Source: an optimization exercise on an open RTL-to-GDS flow (aim: small area and a short achievable clock period). Production flows keep margins and buffers that such runs may drop. RTL that was checked went through simulation tests only; none was proved equivalent to the original.

// pipelined_regfile_4stage
module pipelined_regfile_4stage(clk, rst, imem_addr, imem_rdata, dmem_addr, dmem_wdata, dmem_we, dmem_rdata, wb_en, wb_addr, wb_data);
==> module pipelined_regfile_4stage, before the edit <==
module pipelined_regfile_4stage(clk, rst, imem_addr, imem_rdata, dmem_addr, dmem_wdata, dmem_we, dmem_rdata, wb_en, wb_addr, wb_data);
input clk;
input rst;
output [15:0] imem_addr;
input [15:0] imem_rdata;
output [15:0] dmem_addr;
output [15:0] dmem_wdata;
output dmem_we;
input [15:0] dmem_rdata;
output wb_en;
output [3:0] wb_addr;
output [15:0] wb_data;
reg [15:0] pc_q;           
reg [3:0]  op_q;           
reg [15:0] a_q, b_q, npc_q;
reg [3:0]  imm_q, rd_q;
reg        we_q, ld_q, wen2_q, cin_q;    
reg [1:0]  rsel_q;         
reg [3:0]  waddr2_q;
reg [15:0] x_q, y_q, z_q;
reg [2:0]  e_q;            
reg        wen3_q;         
reg [3:0]  waddr3_q;
reg [15:0] wdata3_q;
wire [15:0] inst = imem_rdata;
wire [3:0]  op = inst[15:12];
wire [3:0]  rs = inst[7:4];
wire [3:0]  r2 = op[3] ? inst[11:8] : inst[3:0];
wire [15:0] wsel = wen3_q ? (16'd1 << waddr3_q) : 16'd0;
wire [15:0] rs_oh = 16'd1 << rs;
wire [15:0] r2_oh = 16'd1 << r2;
wire [15:0] regq [0:15];
reg [15:0] rd1, rd2;
integer k;
always @(*) begin
	rd1 = (|(rs_oh & wsel)) ? wdata3_q : 16'd0;
	rd2 = (|(r2_oh & wsel)) ? wdata3_q : 16'd0;
	for (k = 0; k < 16; k = k + 1) begin
		rd1 = rd1 | ({16{rs_oh[k] & ~wsel[k]}} & regq[k]);
		rd2 = rd2 | ({16{r2_oh[k] & ~wsel[k]}} & regq[k]);
	end
end
wire [15:0] cur = pc_q;    
wire [15:0] cur1 = cur + 16'd1;
wire [15:0] simm = {{12{imm_q[3]}}, imm_q};
wire        eq = (a_q == b_q);
wire        taken = (op_q == 4'hA) && eq;
wire [15:0] target = npc_q + simm;
wire        jump = (op == 4'hB);
wire        jr = (op == 4'hC || op == 4'hD);
wire [15:0] pc_next = jr ? rd1 :
                      (taken && !jump) ? target :
                      jump ? {cur[15:12], inst[11:0]} : cur1;
wire [15:0] ms, mc, mt;
wire [2:0]  me;
mul16_csa MUL0(.a(a_q), .b(b_q), .s(ms), .c(mc), .t(mt), .e(me));
wire [15:0] shl = imm_q[3] ? 16'd0 : (a_q << imm_q[2:0]);
wire [15:0] shr = imm_q[3] ? 16'd0 : (a_q >> imm_q[2:0]);
wire [15:0] addr = a_q + simm;
reg [15:0] x_d, y_d;
always @(*) begin
	y_d = 16'd0;
	case (op_q)
		4'h0: begin x_d = a_q; y_d = b_q; end
		4'h1: begin x_d = a_q; y_d = ~b_q; end
		4'h2: begin x_d = a_q; y_d = b_q; end
		4'h3: begin x_d = a_q; y_d = b_q; end
		4'h4: x_d = shl;
		4'h5: x_d = shr;
		4'h6: begin x_d = ~a_q; y_d = b_q; end
		4'h7: begin x_d = ms; y_d = mc; end
		4'h8: x_d = addr;
		4'h9: begin x_d = addr; y_d = b_q; end
		4'hD: x_d = npc_q;
		default: x_d = 16'd0;
	endcase
end
wire wen_e = !(op_q == 4'h9 || op_q == 4'hA || op_q == 4'hB || op_q == 4'hC);
wire [15:0] p3 = x_q ^ y_q ^ z_q;
wire [15:0] g3 = (x_q & y_q) | (z_q & (x_q ^ y_q));
wire [16:0] sum = {1'b0, p3} + {g3, 1'b0} + {16'd0, cin_q};
reg [15:0] res;
always @(*)
	case (rsel_q)
		2'd0: res = {sum[15] ^ (^e_q), sum[14:0]};
		2'd1: res = {15'd0, sum[16]};
		2'd2: res = g3;
		default: res = p3;
	endcase
wire [15:0] wdata_d = ld_q ? dmem_rdata : res;
assign imem_addr = cur;
assign dmem_addr = x_q;
assign dmem_wdata = y_q;
assign dmem_we = we_q;
assign wb_en = wen3_q;
assign wb_addr = waddr3_q;
assign wb_data = wdata3_q;
always @(posedge clk) begin
	if (rst) begin
		pc_q <= 16'd0;
		op_q <= 4'hB;
		we_q <= 1'b0;
		ld_q <= 1'b0;
		wen2_q <= 1'b0;
		wen3_q <= 1'b0;
	end else begin
		pc_q <= pc_next;
		op_q <= op;
		we_q <= (op_q == 4'h9);
		ld_q <= (op_q == 4'h8);
		wen2_q <= wen_e;
		wen3_q <= wen2_q;
	end
	a_q <= rd1;
	b_q <= rd2;
	npc_q <= cur1;
	imm_q <= inst[3:0];
	rd_q <= inst[11:8];
	x_q <= x_d;
	y_q <= y_d;
	z_q <= (op_q == 4'h7) ? mt : 16'd0;
	e_q <= (op_q == 4'h7) ? me : 3'd0;
	cin_q <= (op_q == 4'h1 || op_q == 4'h6);
	rsel_q <= (op_q == 4'h6) ? 2'd1 : (op_q == 4'h2) ? 2'd2 : (op_q == 4'h3) ? 2'd3 : 2'd0;
	waddr2_q <= (op_q == 4'hD) ? 4'hF : rd_q;
	waddr3_q <= waddr2_q;
	wdata3_q <= wdata_d;
end
wire [15:0] nrst = {16{~rst}};
wire [15:0] wd_0  = wdata3_q & nrst;
wire [15:0] wd_6  = (wdata3_q & nrst) | {13'd0, rst, rst, 1'b0};
wire [15:0] wd_66 = (wdata3_q & nrst) | {9'd0, rst, 4'd0, rst, 1'b0};
wire [15:0] wd_3  = (wdata3_q & nrst) | {14'd0, rst, rst};
genvar g;
generate
	for (g = 0; g < 16; g = g + 1) begin : RF
		reg [15:0] r;
		wire [15:0] d = (g == 0) ? wd_6 : (g == 1 || g == 8) ? wd_66 : (g == 3) ? wd_3 : wd_0;
		always @(posedge clk)
			if (rst | wsel[g])
				r <= d;
		assign regq[g] = r;
	end
endgenerate
endmodule
export LEC_CHECK = 0
export CAP_MARGIN = 20
export CORE_MARGIN = 2
export CORE_UTILIZATION = 55
export CTS_CLUSTER_DIAMETER = 100
export CTS_CLUSTER_SIZE = 22
export PLACE_DENSITY = 0.7
export SLEW_MARGIN = 20
create_clock -name core_clock -period 9.0 [get_ports {clk}]
standard.sh (not shown) runs the stock make flow with config.mk's settings and CLKGATE_MAP_FILE= SYNTH_SCRIPT=/design/flow/synth_recipe.tcl, a recipe that flattens the netlist after the stock synthesis.
==> flow/flow/run.sh <==
#!/bin/bash
set -euo pipefail
export BUFFER_PORTS_ARGS="-buffer_cell sky130_fd_sc_hd__buf_4"
export SETUP_SLACK_MARGIN=5.5
bash standard.sh > standard.log 2>&1
Rerun with:
--- a/flow/design.v
+++ b/flow/design.v
@@ -537,12 +537,11 @@
 output [15:0] wb_data;
 reg [15:0] pc_q;           
 reg [3:0]  op_q;           
 reg [15:0] a_q, b_q, npc_q;
 reg [3:0]  imm_q, rd_q;
-reg        we_q, ld_q, wen2_q, cin_q;    
-reg [1:0]  rsel_q;         
+reg        we_q, ld_q, wen2_q, cin_q, com_q;    
 reg [3:0]  waddr2_q;
 reg [15:0] x_q, y_q, z_q;
 reg [2:0]  e_q;            
 reg        wen3_q;         
 reg [3:0]  waddr3_q;
@@ -551,17 +550,19 @@
 wire [3:0]  op = inst[15:12];
 wire [3:0]  rs = inst[7:4];
 wire [3:0]  r2 = op[3] ? inst[11:8] : inst[3:0];
 wire [15:0] wsel = wen3_q ? (16'd1 << waddr3_q) : 16'd0;
 wire [15:0] rs_oh = 16'd1 << rs;
-wire [15:0] r2_oh = 16'd1 << r2;
+wire        sll = (op == 4'h4);
+wire [15:0] r2_oh = sll ? 16'd0 : (16'd1 << r2);
+wire [15:0] shf = inst[3] ? 16'd0 : (16'd1 << inst[2:0]);
 wire [15:0] regq [0:15];
 reg [15:0] rd1, rd2;
 integer k;
 always @(*) begin
 	rd1 = (|(rs_oh & wsel)) ? wdata3_q : 16'd0;
-	rd2 = (|(r2_oh & wsel)) ? wdata3_q : 16'd0;
+	rd2 = (|(r2_oh & wsel)) ? wdata3_q : sll ? shf : 16'd0;
 	for (k = 0; k < 16; k = k + 1) begin
 		rd1 = rd1 | ({16{rs_oh[k] & ~wsel[k]}} & regq[k]);
 		rd2 = rd2 | ({16{r2_oh[k] & ~wsel[k]}} & regq[k]);
 	end
 end
@@ -577,22 +578,21 @@
                       (taken && !jump) ? target :
                       jump ? {cur[15:12], inst[11:0]} : cur1;
 wire [15:0] ms, mc, mt;
 wire [2:0]  me;
 mul16_csa MUL0(.a(a_q), .b(b_q), .s(ms), .c(mc), .t(mt), .e(me));
-wire [15:0] shl = imm_q[3] ? 16'd0 : (a_q << imm_q[2:0]);
 wire [15:0] shr = imm_q[3] ? 16'd0 : (a_q >> imm_q[2:0]);
 wire [15:0] addr = a_q + simm;
 reg [15:0] x_d, y_d;
 always @(*) begin
 	y_d = 16'd0;
 	case (op_q)
 		4'h0: begin x_d = a_q; y_d = b_q; end
 		4'h1: begin x_d = a_q; y_d = ~b_q; end
-		4'h2: begin x_d = a_q; y_d = b_q; end
-		4'h3: begin x_d = a_q; y_d = b_q; end
-		4'h4: x_d = shl;
+		4'h2: x_d = a_q & b_q;
+		4'h3: x_d = a_q ^ b_q;
+		4'h4: begin x_d = ms; y_d = mc; end
 		4'h5: x_d = shr;
 		4'h6: begin x_d = ~a_q; y_d = b_q; end
 		4'h7: begin x_d = ms; y_d = mc; end
 		4'h8: x_d = addr;
 		4'h9: begin x_d = addr; y_d = b_q; end
@@ -602,19 +602,11 @@
 end
 wire wen_e = !(op_q == 4'h9 || op_q == 4'hA || op_q == 4'hB || op_q == 4'hC);
 wire [15:0] p3 = x_q ^ y_q ^ z_q;
 wire [15:0] g3 = (x_q & y_q) | (z_q & (x_q ^ y_q));
 wire [16:0] sum = {1'b0, p3} + {g3, 1'b0} + {16'd0, cin_q};
-reg [15:0] res;
-always @(*)
-	case (rsel_q)
-		2'd0: res = {sum[15] ^ (^e_q), sum[14:0]};
-		2'd1: res = {15'd0, sum[16]};
-		2'd2: res = g3;
-		default: res = p3;
-	endcase
-wire [15:0] wdata_d = ld_q ? dmem_rdata : res;
+wire [15:0] wdata_d = ld_q ? dmem_rdata : com_q ? {15'd0, sum[16]} : {sum[15] ^ (^e_q), sum[14:0]};
 assign imem_addr = cur;
 assign dmem_addr = x_q;
 assign dmem_wdata = y_q;
 assign dmem_we = we_q;
 assign wb_en = wen3_q;
@@ -641,14 +633,14 @@
 	npc_q <= cur1;
 	imm_q <= inst[3:0];
 	rd_q <= inst[11:8];
 	x_q <= x_d;
 	y_q <= y_d;
-	z_q <= (op_q == 4'h7) ? mt : 16'd0;
-	e_q <= (op_q == 4'h7) ? me : 3'd0;
+	z_q <= (op_q == 4'h7 || op_q == 4'h4) ? mt : 16'd0;
+	e_q <= (op_q == 4'h7 || op_q == 4'h4) ? me : 3'd0;
 	cin_q <= (op_q == 4'h1 || op_q == 4'h6);
-	rsel_q <= (op_q == 4'h6) ? 2'd1 : (op_q == 4'h2) ? 2'd2 : (op_q == 4'h3) ? 2'd3 : 2'd0;
+	com_q <= (op_q == 4'h6);
 	waddr2_q <= (op_q == 4'hD) ? 4'hF : rd_q;
 	waddr3_q <= waddr2_q;
 	wdata3_q <= wdata_d;
 end
 wire [15:0] nrst = {16{~rst}};
The new run passed the timing, DRC and antenna checks. Design area shrinks by a few percent. Worst setup slack improved by 0.0086 ns. Routed wire length shrinks by a few percent. Synthesized area shrinks by a few percent. Clock-buffer cell count shrinks by 1.
Function not checked in the first run of this note: the RTL went through the layout flow alone.

==> afterwards: timing with drivers on the ports <==
The flow's constraints put no driver on any port. The routed layouts listed below were extracted and timed again, unchanged, in two steps.
Step 1 assumes that a clkbuf_16 drives the clock port and a buf_2 every other input.
Step 2, shift: input delay + t, output delay - t, t = (earliest + latest rising clock arrival at the registers) / 2. This alone moves slack from input paths to output paths.
a / b / c = no drivers / after step 1 / after step 2; a / b = the first two.
run	t (ns)	setup slack, ns	hold WS [ns]
the first run	0.646	5.469 / 5.406 / 4.760	0.334 / 0.334 / 0.334
the second run	0.659	5.478 / 5.500 / 4.843	0.337 / 0.337 / 0.337
After both steps setup and hold are still met in every run listed. The setup slack of the first run, which loses most, moves by -0.063 ns with the drivers and by -0.709 ns with both steps.
